What follows belongs to an exercise in optimizing a design on an open flow for small area; a production flow would make more cautious choices. Only the layout flow was run in this run; the RTL was not checked for function there. Power figures rest on the tool's default switching activity, not on a simulated workload.

==> flow/design.v <==
module morseio(
    input morsein,
    input clk,
    input rst,
    output valid,
    output reg [3:0] len,
    output reg [6:0] bits
);
reg [14:0] cnt;
reg [6:0] ph;
reg state;
wire ev   = (ph == 7'd99);
wire e1   = (ph == 7'd100);
wire gap  = (ph == 7'd101);
wire post = e1 | gap;
wire ge100   = cnt >= 15'd100;
wire ge3000  = cnt >= 15'd3000;
wire ge5999  = cnt >= 15'd5999;
wire ge6000  = cnt >= 15'd6000;
wire ge20000 = cnt >= 15'd20000;
assign valid = (e1 & state & ge5999 & ~ge20000) | (gap & ~state & ge6000);
always @(posedge clk) begin
    if (rst || valid) begin
        cnt <= 0;
        ph <= 0;
        if (rst) state <= 0;
    end else begin
        if (e1) begin
            if (!state && ge6000) state <= 1;
            if (state && ge20000) state <= 0;
        end
        if (morsein) begin
            ph <= 0;
            if (post) cnt <= 1;
            else if (!ge20000) cnt <= cnt + 1'b1;
        end else begin
            if (!gap) ph <= ph + 1'b1;
            if (e1) cnt <= state ? 15'd1 : 15'd101;
            else if (gap) cnt <= cnt + 1'b1;
        end
    end
end
always @(posedge clk) begin
    if (ph == 7'd0 && cnt == 15'd0)
        len <= 0;
    else if (e1 && ge100 && !ge6000) begin
        len <= len + 1'b1;
        bits <= {bits[5:0], ge3000};
    end
end
endmodule
module morseTR(
    input [3:0] morse_length,
    input [6:0] morse_input,
    output [5:0] morse_index,
    output valid
);
wire [49:0] m;
assign m[0] = (morse_length == 4'd1 && morse_input[0:0] == 1'b0);
assign m[1] = (morse_length == 4'd1 && morse_input[0:0] == 1'b1);
assign m[2] = (morse_length == 4'd2 && morse_input[1:0] == 2'b00);
assign m[3] = (morse_length == 4'd2 && morse_input[1:0] == 2'b01);
assign m[4] = (morse_length == 4'd2 && morse_input[1:0] == 2'b10);
assign m[5] = (morse_length == 4'd2 && morse_input[1:0] == 2'b11);
assign m[6] = (morse_length == 4'd3 && morse_input[2:0] == 3'b000);
assign m[7] = (morse_length == 4'd3 && morse_input[2:0] == 3'b001);
assign m[8] = (morse_length == 4'd3 && morse_input[2:0] == 3'b010);
assign m[9] = (morse_length == 4'd3 && morse_input[2:0] == 3'b011);
assign m[10] = (morse_length == 4'd3 && morse_input[2:0] == 3'b100);
assign m[11] = (morse_length == 4'd3 && morse_input[2:0] == 3'b110);
assign m[12] = (morse_length == 4'd3 && morse_input[2:0] == 3'b111);
assign m[13] = (morse_length == 4'd4 && morse_input[3:0] == 4'b0000);
assign m[14] = (morse_length == 4'd4 && morse_input[3:0] == 4'b0001);
assign m[15] = (morse_length == 4'd4 && morse_input[3:0] == 4'b0010);
assign m[16] = (morse_length == 4'd4 && morse_input[3:0] == 4'b0100);
assign m[17] = (morse_length == 4'd4 && morse_input[3:0] == 4'b0110);
assign m[18] = (morse_length == 4'd4 && morse_input[3:0] == 4'b0111);
assign m[19] = (morse_length == 4'd4 && morse_input[3:0] == 4'b1000);
assign m[20] = (morse_length == 4'd4 && morse_input[3:0] == 4'b1001);
assign m[21] = (morse_length == 4'd4 && morse_input[3:0] == 4'b1010);
assign m[22] = (morse_length == 4'd4 && morse_input[3:0] == 4'b1011);
assign m[23] = (morse_length == 4'd4 && morse_input[3:0] == 4'b1100);
assign m[24] = (morse_length == 4'd4 && morse_input[3:0] == 4'b1101);
assign m[25] = (morse_length == 4'd5 && morse_input[4:0] == 5'b10001);
assign m[26] = (morse_length == 4'd5 && morse_input[4:0] == 5'b11111);
assign m[27] = (morse_length == 4'd5 && morse_input[4:0] == 5'b00001);
assign m[28] = (morse_length == 4'd5 && morse_input[4:0] == 5'b00011);
assign m[29] = (morse_length == 4'd5 && morse_input[4:0] == 5'b00111);
assign m[30] = (morse_length == 4'd5 && morse_input[4:0] == 5'b01111);
assign m[31] = (morse_length == 4'd5 && morse_input[4:0] == 5'b10000);
assign m[32] = (morse_length == 4'd5 && morse_input[4:0] == 5'b11000);
assign m[33] = (morse_length == 4'd5 && morse_input[4:0] == 5'b11100);
assign m[34] = (morse_length == 4'd5 && morse_input[4:0] == 5'b11110);
assign m[35] = (morse_length == 4'd5 && morse_input[4:0] == 5'b10010);
assign m[36] = (morse_length == 4'd5 && morse_input[4:0] == 5'b10110);
assign m[37] = (morse_length == 4'd6 && morse_input[5:0] == 6'b001100);
assign m[38] = (morse_length == 4'd6 && morse_input[5:0] == 6'b101010);
assign m[39] = (morse_length == 4'd6 && morse_input[5:0] == 6'b110011);
assign m[40] = (morse_length == 4'd6 && morse_input[5:0] == 6'b100001);
assign m[41] = (morse_length == 4'd6 && morse_input[5:0] == 6'b101101);
assign m[42] = (morse_length == 4'd6 && morse_input[5:0] == 6'b011110);
assign m[43] = (morse_length == 4'd6 && morse_input[5:0] == 6'b010101);
assign m[44] = (morse_length == 4'd6 && morse_input[5:0] == 6'b111000);
assign m[45] = (morse_length == 4'd6 && morse_input[5:0] == 6'b001101);
assign m[46] = (morse_length == 4'd7 && morse_input[6:0] == 7'b1011001);
assign m[47] = (morse_length == 4'd7 && morse_input[6:0] == 7'b0101110);
assign m[48] = (morse_length == 4'd7 && morse_input[6:0] == 7'b0101010);
assign m[49] = (morse_length == 4'd7 && morse_input[6:0] == 7'b0110010);
assign valid = (|m) | (morse_length == 4'd7);
assign morse_index = ({6{m[0]}} & 6'd37)
    | ({6{m[1]}} & 6'd52)
    | ({6{m[2]}} & 6'd41)
    | ({6{m[3]}} & 6'd33)
    | ({6{m[4]}} & 6'd46)
    | ({6{m[5]}} & 6'd45)
    | ({6{m[6]}} & 6'd51)
    | ({6{m[7]}} & 6'd53)
    | ({6{m[8]}} & 6'd50)
    | ({6{m[9]}} & 6'd55)
    | ({6{m[10]}} & 6'd36)
    | ({6{m[11]}} & 6'd39)
    | ({6{m[12]}} & 6'd47)
    | ({6{m[13]}} & 6'd40)
    | ({6{m[14]}} & 6'd54)
    | ({6{m[15]}} & 6'd38)
    | ({6{m[16]}} & 6'd44)
    | ({6{m[17]}} & 6'd48)
    | ({6{m[18]}} & 6'd42)
    | ({6{m[19]}} & 6'd34)
    | ({6{m[20]}} & 6'd56)
    | ({6{m[21]}} & 6'd35)
    | ({6{m[22]}} & 6'd57)
    | ({6{m[23]}} & 6'd58)
    | ({6{m[24]}} & 6'd49)
    | ({6{m[25]}} & 6'd29)
    | ({6{m[26]}} & 6'd21)
    | ({6{m[27]}} & 6'd20)
    | ({6{m[28]}} & 6'd19)
    | ({6{m[29]}} & 6'd18)
    | ({6{m[30]}} & 6'd17)
    | ({6{m[31]}} & 6'd22)
    | ({6{m[32]}} & 6'd23)
    | ({6{m[33]}} & 6'd24)
    | ({6{m[34]}} & 6'd25)
    | ({6{m[35]}} & 6'd15)
    | ({6{m[36]}} & 6'd8)
    | ({6{m[37]}} & 6'd31)
    | ({6{m[38]}} & 6'd27)
    | ({6{m[39]}} & 6'd12)
    | ({6{m[40]}} & 6'd13)
    | ({6{m[41]}} & 6'd9)
    | ({6{m[42]}} & 6'd7)
    | ({6{m[43]}} & 6'd11)
    | ({6{m[44]}} & 6'd26)
    | ({6{m[45]}} & 6'd59)
    | ({6{m[46]}} & 6'd1)
    | ({6{m[47]}} & 6'd6)
    | ({6{m[48]}} & 6'd14)
    | ({6{m[49]}} & 6'd32);
endmodule
module morseSeg(
    input [5:0] idx,
    output [16:0] seg
);
assign seg = ({17{idx == 6'd1}} & 17'h1000C)
    | ({17{idx == 6'd6}} & 17'h09371)
    | ({17{idx == 6'd7}} & 17'h00200)
    | ({17{idx == 6'd8}} & 17'h01400)
    | ({17{idx == 6'd9}} & 17'h04100)
    | ({17{idx == 6'd11}} & 17'h0AA00)
    | ({17{idx == 6'd12}} & 17'h04000)
    | ({17{idx == 6'd13}} & 17'h08800)
    | ({17{idx == 6'd14}} & 17'h10000)
    | ({17{idx == 6'd15}} & 17'h04400)
    | ({17{idx == 6'd16}} & 17'h044FF)
    | ({17{idx == 6'd17}} & 17'h0040C)
    | ({17{idx == 6'd18}} & 17'h08877)
    | ({17{idx == 6'd19}} & 17'h0083F)
    | ({17{idx == 6'd20}} & 17'h0888C)
    | ({17{idx == 6'd21}} & 17'h090B3)
    | ({17{idx == 6'd22}} & 17'h088FB)
    | ({17{idx == 6'd23}} & 17'h0000F)
    | ({17{idx == 6'd24}} & 17'h088FF)
    | ({17{idx == 6'd25}} & 17'h088BF)
    | ({17{idx == 6'd26}} & 17'h02200)
    | ({17{idx == 6'd27}} & 17'h04200)
    | ({17{idx == 6'd29}} & 17'h08830)
    | ({17{idx == 6'd31}} & 17'h12807)
    | ({17{idx == 6'd32}} & 17'h00AF7)
    | ({17{idx == 6'd33}} & 17'h088CF)
    | ({17{idx == 6'd34}} & 17'h02A3F)
    | ({17{idx == 6'd35}} & 17'h000F3)
    | ({17{idx == 6'd36}} & 17'h0223F)
    | ({17{idx == 6'd37}} & 17'h080F3)
    | ({17{idx == 6'd38}} & 17'h080C3)
    | ({17{idx == 6'd39}} & 17'h008FB)
    | ({17{idx == 6'd40}} & 17'h088CC)
    | ({17{idx == 6'd41}} & 17'h02233)
    | ({17{idx == 6'd42}} & 17'h0007C)
    | ({17{idx == 6'd43}} & 17'h094C0)
    | ({17{idx == 6'd44}} & 17'h000F0)
    | ({17{idx == 6'd45}} & 17'h005CC)
    | ({17{idx == 6'd46}} & 17'h011CC)
    | ({17{idx == 6'd47}} & 17'h000FF)
    | ({17{idx == 6'd48}} & 17'h088C7)
    | ({17{idx == 6'd49}} & 17'h010FF)
    | ({17{idx == 6'd50}} & 17'h098C7)
    | ({17{idx == 6'd51}} & 17'h088BB)
    | ({17{idx == 6'd52}} & 17'h02203)
    | ({17{idx == 6'd53}} & 17'h000FC)
    | ({17{idx == 6'd54}} & 17'h044C0)
    | ({17{idx == 6'd55}} & 17'h050CC)
    | ({17{idx == 6'd56}} & 17'h05500)
    | ({17{idx == 6'd57}} & 17'h088BC)
    | ({17{idx == 6'd58}} & 17'h04433)
    | ({17{idx == 6'd59}} & 17'h00030);
endmodule
module morseMain(
    input din,
    input clk,
    input rst,
    output [16:0] sixteen_disp
);
wire [3:0] morse_length;
wire [6:0] morse_input;
wire validio;
wire validtr;
wire [5:0] idx;
reg [5:0] shown;
reg isiovalid;
morseio io(
    .morsein(din),
    .clk(clk),
    .rst(rst),
    .valid(validio),
    .len(morse_length),
    .bits(morse_input)
);
morseTR tr(
    .morse_length(morse_length),
    .morse_input(morse_input),
    .morse_index(idx),
    .valid(validtr)
);
morseSeg seg(
    .idx(shown),
    .seg(sixteen_disp)
);
wire upd = (isiovalid || validio) && validtr;
always @(posedge clk)
if (rst) begin
    isiovalid <= 0;
    shown <= 0;
end else begin
    if (validio) isiovalid <= 1;
    if (upd) begin
        shown <= idx;
        isiovalid <= 0;
    end
end
endmodule
==> flow/run.sh <==
#!/bin/bash
# synth_recipe.tcl (not shown) runs the flow's synth.tcl, then flattens the netlist and writes it again
# the make line also repeats each setting of config.mk as NAME=value (left out here)
make -C /OpenROAD-flow-scripts/flow DESIGN_CONFIG=/design/flow/config.mk WORK_HOME=/design/flow/orfs CLKGATE_MAP_FILE= SYNTH_SCRIPT=/design/flow/synth_recipe.tcl finish
==> flow/config.mk <==
export PLATFORM = sky130hd
export DESIGN_NAME = morseMain
export DESIGN_NICKNAME = morseMain
export VERILOG_FILES = /design/flow/design.v
export SDC_FILE = /design/flow/constraint.sdc
export NUM_CORES = 4
export LEC_CHECK = 0
export CAP_MARGIN = 20
export CORE_MARGIN = 2
export CORE_UTILIZATION = 40
export SLEW_MARGIN = 20
==> flow/constraint.sdc <==
create_clock -name core_clock -period 10.0 [get_ports {clk}]
set_input_delay 2.0000 -clock core_clock [delete_from_list [all_inputs] [get_ports {clk}]]
set_output_delay 2.0000 -clock core_clock [all_outputs]
set_load 0.01 [all_outputs]
==> run notes <==
cell families (layout without fill, tap and decap cells):
group                      count (synthesis)  count (layout)  share of synthesized area (%)
AOI/OAI and AO/OA                        186             186                           30.0
xor gates and xnor gates                  21              21                           4.31
adders and majority gates                  9               9                           2.64
buffers and inverters                     74              51                           7.66
DFF                                       41              41                           21.1
muxes                                      7               7                           1.67
and+or+nand+nor                          264             264                           32.6
registers in the layout (all words and copies together) (netlist names):
register,cells
io.state,1
io.len,4
io.bits,7
io.ph,7
io.cnt,15
isiovalid,1
shown,6
how the worst max path moves through the flow:
stage                           end  slack [ps]
floorplan           sixteen_disp[7]        6140
global placement    sixteen_disp[4]        5220
detailed placement  sixteen_disp[4]        5110
CTS                 sixteen_disp[4]        4770
global route        sixteen_disp[4]        4430
finish              sixteen_disp[4]        4710
per-layer routing:
layer	track usage [%]	vias up	share of wire (%)
li1	-	2202	-
met1	28.4	2107	47
met2	31.1	167	46
met3	2.01	20	5.6
met4	6.40	0	1.9
met5	0	-	0
worst min-delay path, cell delays in order (launching register included):
cell and delay [ps]:
dfxtp_1 310, nand2_1 50, mux2i_1 60
stage by stage:
stage / power (mW) / utilization [%]
finish: 0.303 / 43.6
global route: 0.315 / 43.6
CTS: 0.308 / 43.6
detailed placement: 0.189 / 42.7
global placement: 0.189 / 42.7
floorplan: 0.186 / -
where the power goes:
group | switching, mW | internal [mW] | leakage [nW]
Clock | 0.0609 | 0.0564 | 0.0488
Sequential | 0.00208 | 0.169 | 0.337
Combinational | 0.00914 | 0.00491 | 1.15
Total | 0.0721 | 0.231 | 1.54
area by class of cell:
cell class,instances,area [µm²],share of cell area (%)
inverter,18,67.6,1.50
multi-input combinational,487,3040,67.4
clock inverter,1,6.26,0.139
sequential,41,901,20.0
clock buffer,7,86.3,1.92
tap,136,170,3.78
timing repair buffer,25,235,5.23
placed cells by master, fill, tap and decap left out, types with 9 or more instances in the layout:
master,synthesis,layout
nor2_1,61,61
nand2_1,59,59
a21oi_1,44,44
o21ai_0,41,41
dfxtp_1,33,33
nor3_1,24,24
nand3_1,19,19
clkdlybuf4s50_1,0,19
inv_1,16,16
nor4_1,16,16
xnor2_1,14,14
nand2b_1,14,14
o22ai_1,13,13
nor2b_1,10,10
a31oi_1,9,9
ha_1,9,9
==> impl_metrics.ini <==
[finish]
fin_area_um2 = 4500
drive_gt1_share_pct = 5.53
syn_to_final_growth_pct = 5.61
antennaDiodeCount = 0
fin_nets = 590
stdcell_count = 715
fillers = 1067

[power]
cellLeakagePower_nw = 1.54
irDropWorstVdd_uv = 53.0
power_density_nw_per_um2 = 67.2

[cts]
cts_sinks = 41
post_cts_buffers = 0
clk_path_buf_depth = 2
postCtsHoldBufs = 0
clkTransAtPathRegs_ps = 80
cts_root_buffer = clkbuf_8
cts_made_buffers = 5
cts_tree = yes
cts-htree-levels = 2
cts_resized = 0
clock_latency_ps = 300

[synth]
synthDistinctLibCells = 81
synth_nets = 614
synthArstFlopShare_pct = 0
yosys_warnings = 2
synth_top_area_cell = dfxtp_1
synth.top_cells.by_area = dfxtp_1 (15%), edfxtp_1 (5.6%), nor2_1 (5.4%)
synth_seq_cells = 41
synth.most_common_cell = nor2_1
syn_avg_cell_area_um2 = 7.08
synth.top_cell.area_share_pct = 15.5
netlist_area_um2 = 4260
synth_ff_type = dfxtp_1
synth-edff-count = 8
synth.cells.most_frequent = nor2_1 (61), nand2_1 (59), a21oi_1 (44)
ys_seq_area_share_pct = 21.1
syn_inst = 602

[hold_path]
min_path_cells = 2
hp-class = flop to flop
holdPathEnd = shown[3]
hp-start = shown[3]

[routing]
via_count = 4496
first_iter_violations = 371
ant_nets = 0
wire_per_inst_um = 16.1
drc = 0
firstDrtPassIters = 5
via_per_inst = 6.29
wirelength_mm = 11.5

[worst_setup_path]
cp-start-kind = flop
arrival_ps = 3290
critical_path.startpoint = shown[5]
r2r_end = io.state
rrSetupSlack_ps = 7110
cp_max_fo = 27
path_buf_inv = 2
crit_slowest_cell = dfxtp_1
cp_cell_sequence = clkinv_1 > nor2_1 > a2bb2oi_1 > o21ai_0 > a21oi_1 > o211a_1 > clkdlybuf4s50_1
slowest_delay_ps = 920
crit_required_ps = 8000
rr_worst_depth = 9
worst-setup-path-type = flop to output pin
worstSetupPathDepth = 7
cp_top_family = buffers and inverters
rr_startpoint = io.ph[1]
crit_path_end_kind = output pin

[global_routing]
grt_pass1_vias = 3980
grt_util_all_layers_pct = 19.8
overflow = 0
grt_max_degree = 41
antenna_found_initial = 0
grt_pass1_wl_mm = 19.2

[timing]
layout_min_cycle_time_ps = 5290
setup_slack_ps = 4710
tightest_slew_ps = 1000
fin_crit_sh_pct = 52.9
setup_viol = 0
fin_hold_ws_ps = 466
skew_ps = 9.32
rsz0062_at_grt = false
fin_tns_setup_ps = 0
hold_viol_final = 0
drv_slew = 0
timing.slew.headroom_pct = 33.3
fmax_mhz = 189

[floorplanning]
fp-row-count = 37
die-width_um = 107
core_area_um2 = 10300
ios = 20
die-area_um2 = 11500
die_h_um = 107
initial_core_util_pct = 41.3

[place]
io_buffer_count = 19
dp_hpwl_mm = 7.98
globalplace.congestion = 0.913
dpl-instance-area_um2 = 4410
place_ws_ps = 5110
dp_cells = 707

[status]
status = finished clean

[job]
maxCapViolCount = 0

## what the ideal ports hide
Ports are ideal in the flow. The routed layout listed here was re-timed in OpenROAD.
Step 1 (the two cells are an assumption about what drives the block):
set clk [get_ports {clk}]
set_driving_cell -lib_cell sky130_fd_sc_hd__clkbuf_16 $clk
set_driving_cell -lib_cell sky130_fd_sc_hd__buf_2 [delete_from_list [all_inputs] $clk]
Step 2 times the ports against the registers' clock, not the clock port: input delays grow and output delays shrink by t, the midpoint of the rising clock arrivals with the driver on.
Three values: ideal ports, drivers, drivers and shift; two values: the first two.
shift t [ns]: 0.320
setup slack, ns: 4.705 / 4.676 / 4.996
slew at the worst register clock pin (ns): 0.09 / 0.09
After both steps this run still meets setup and hold. The setup slack of this run moves by -0.029 ns with the drivers and by +0.291 ns with both steps.
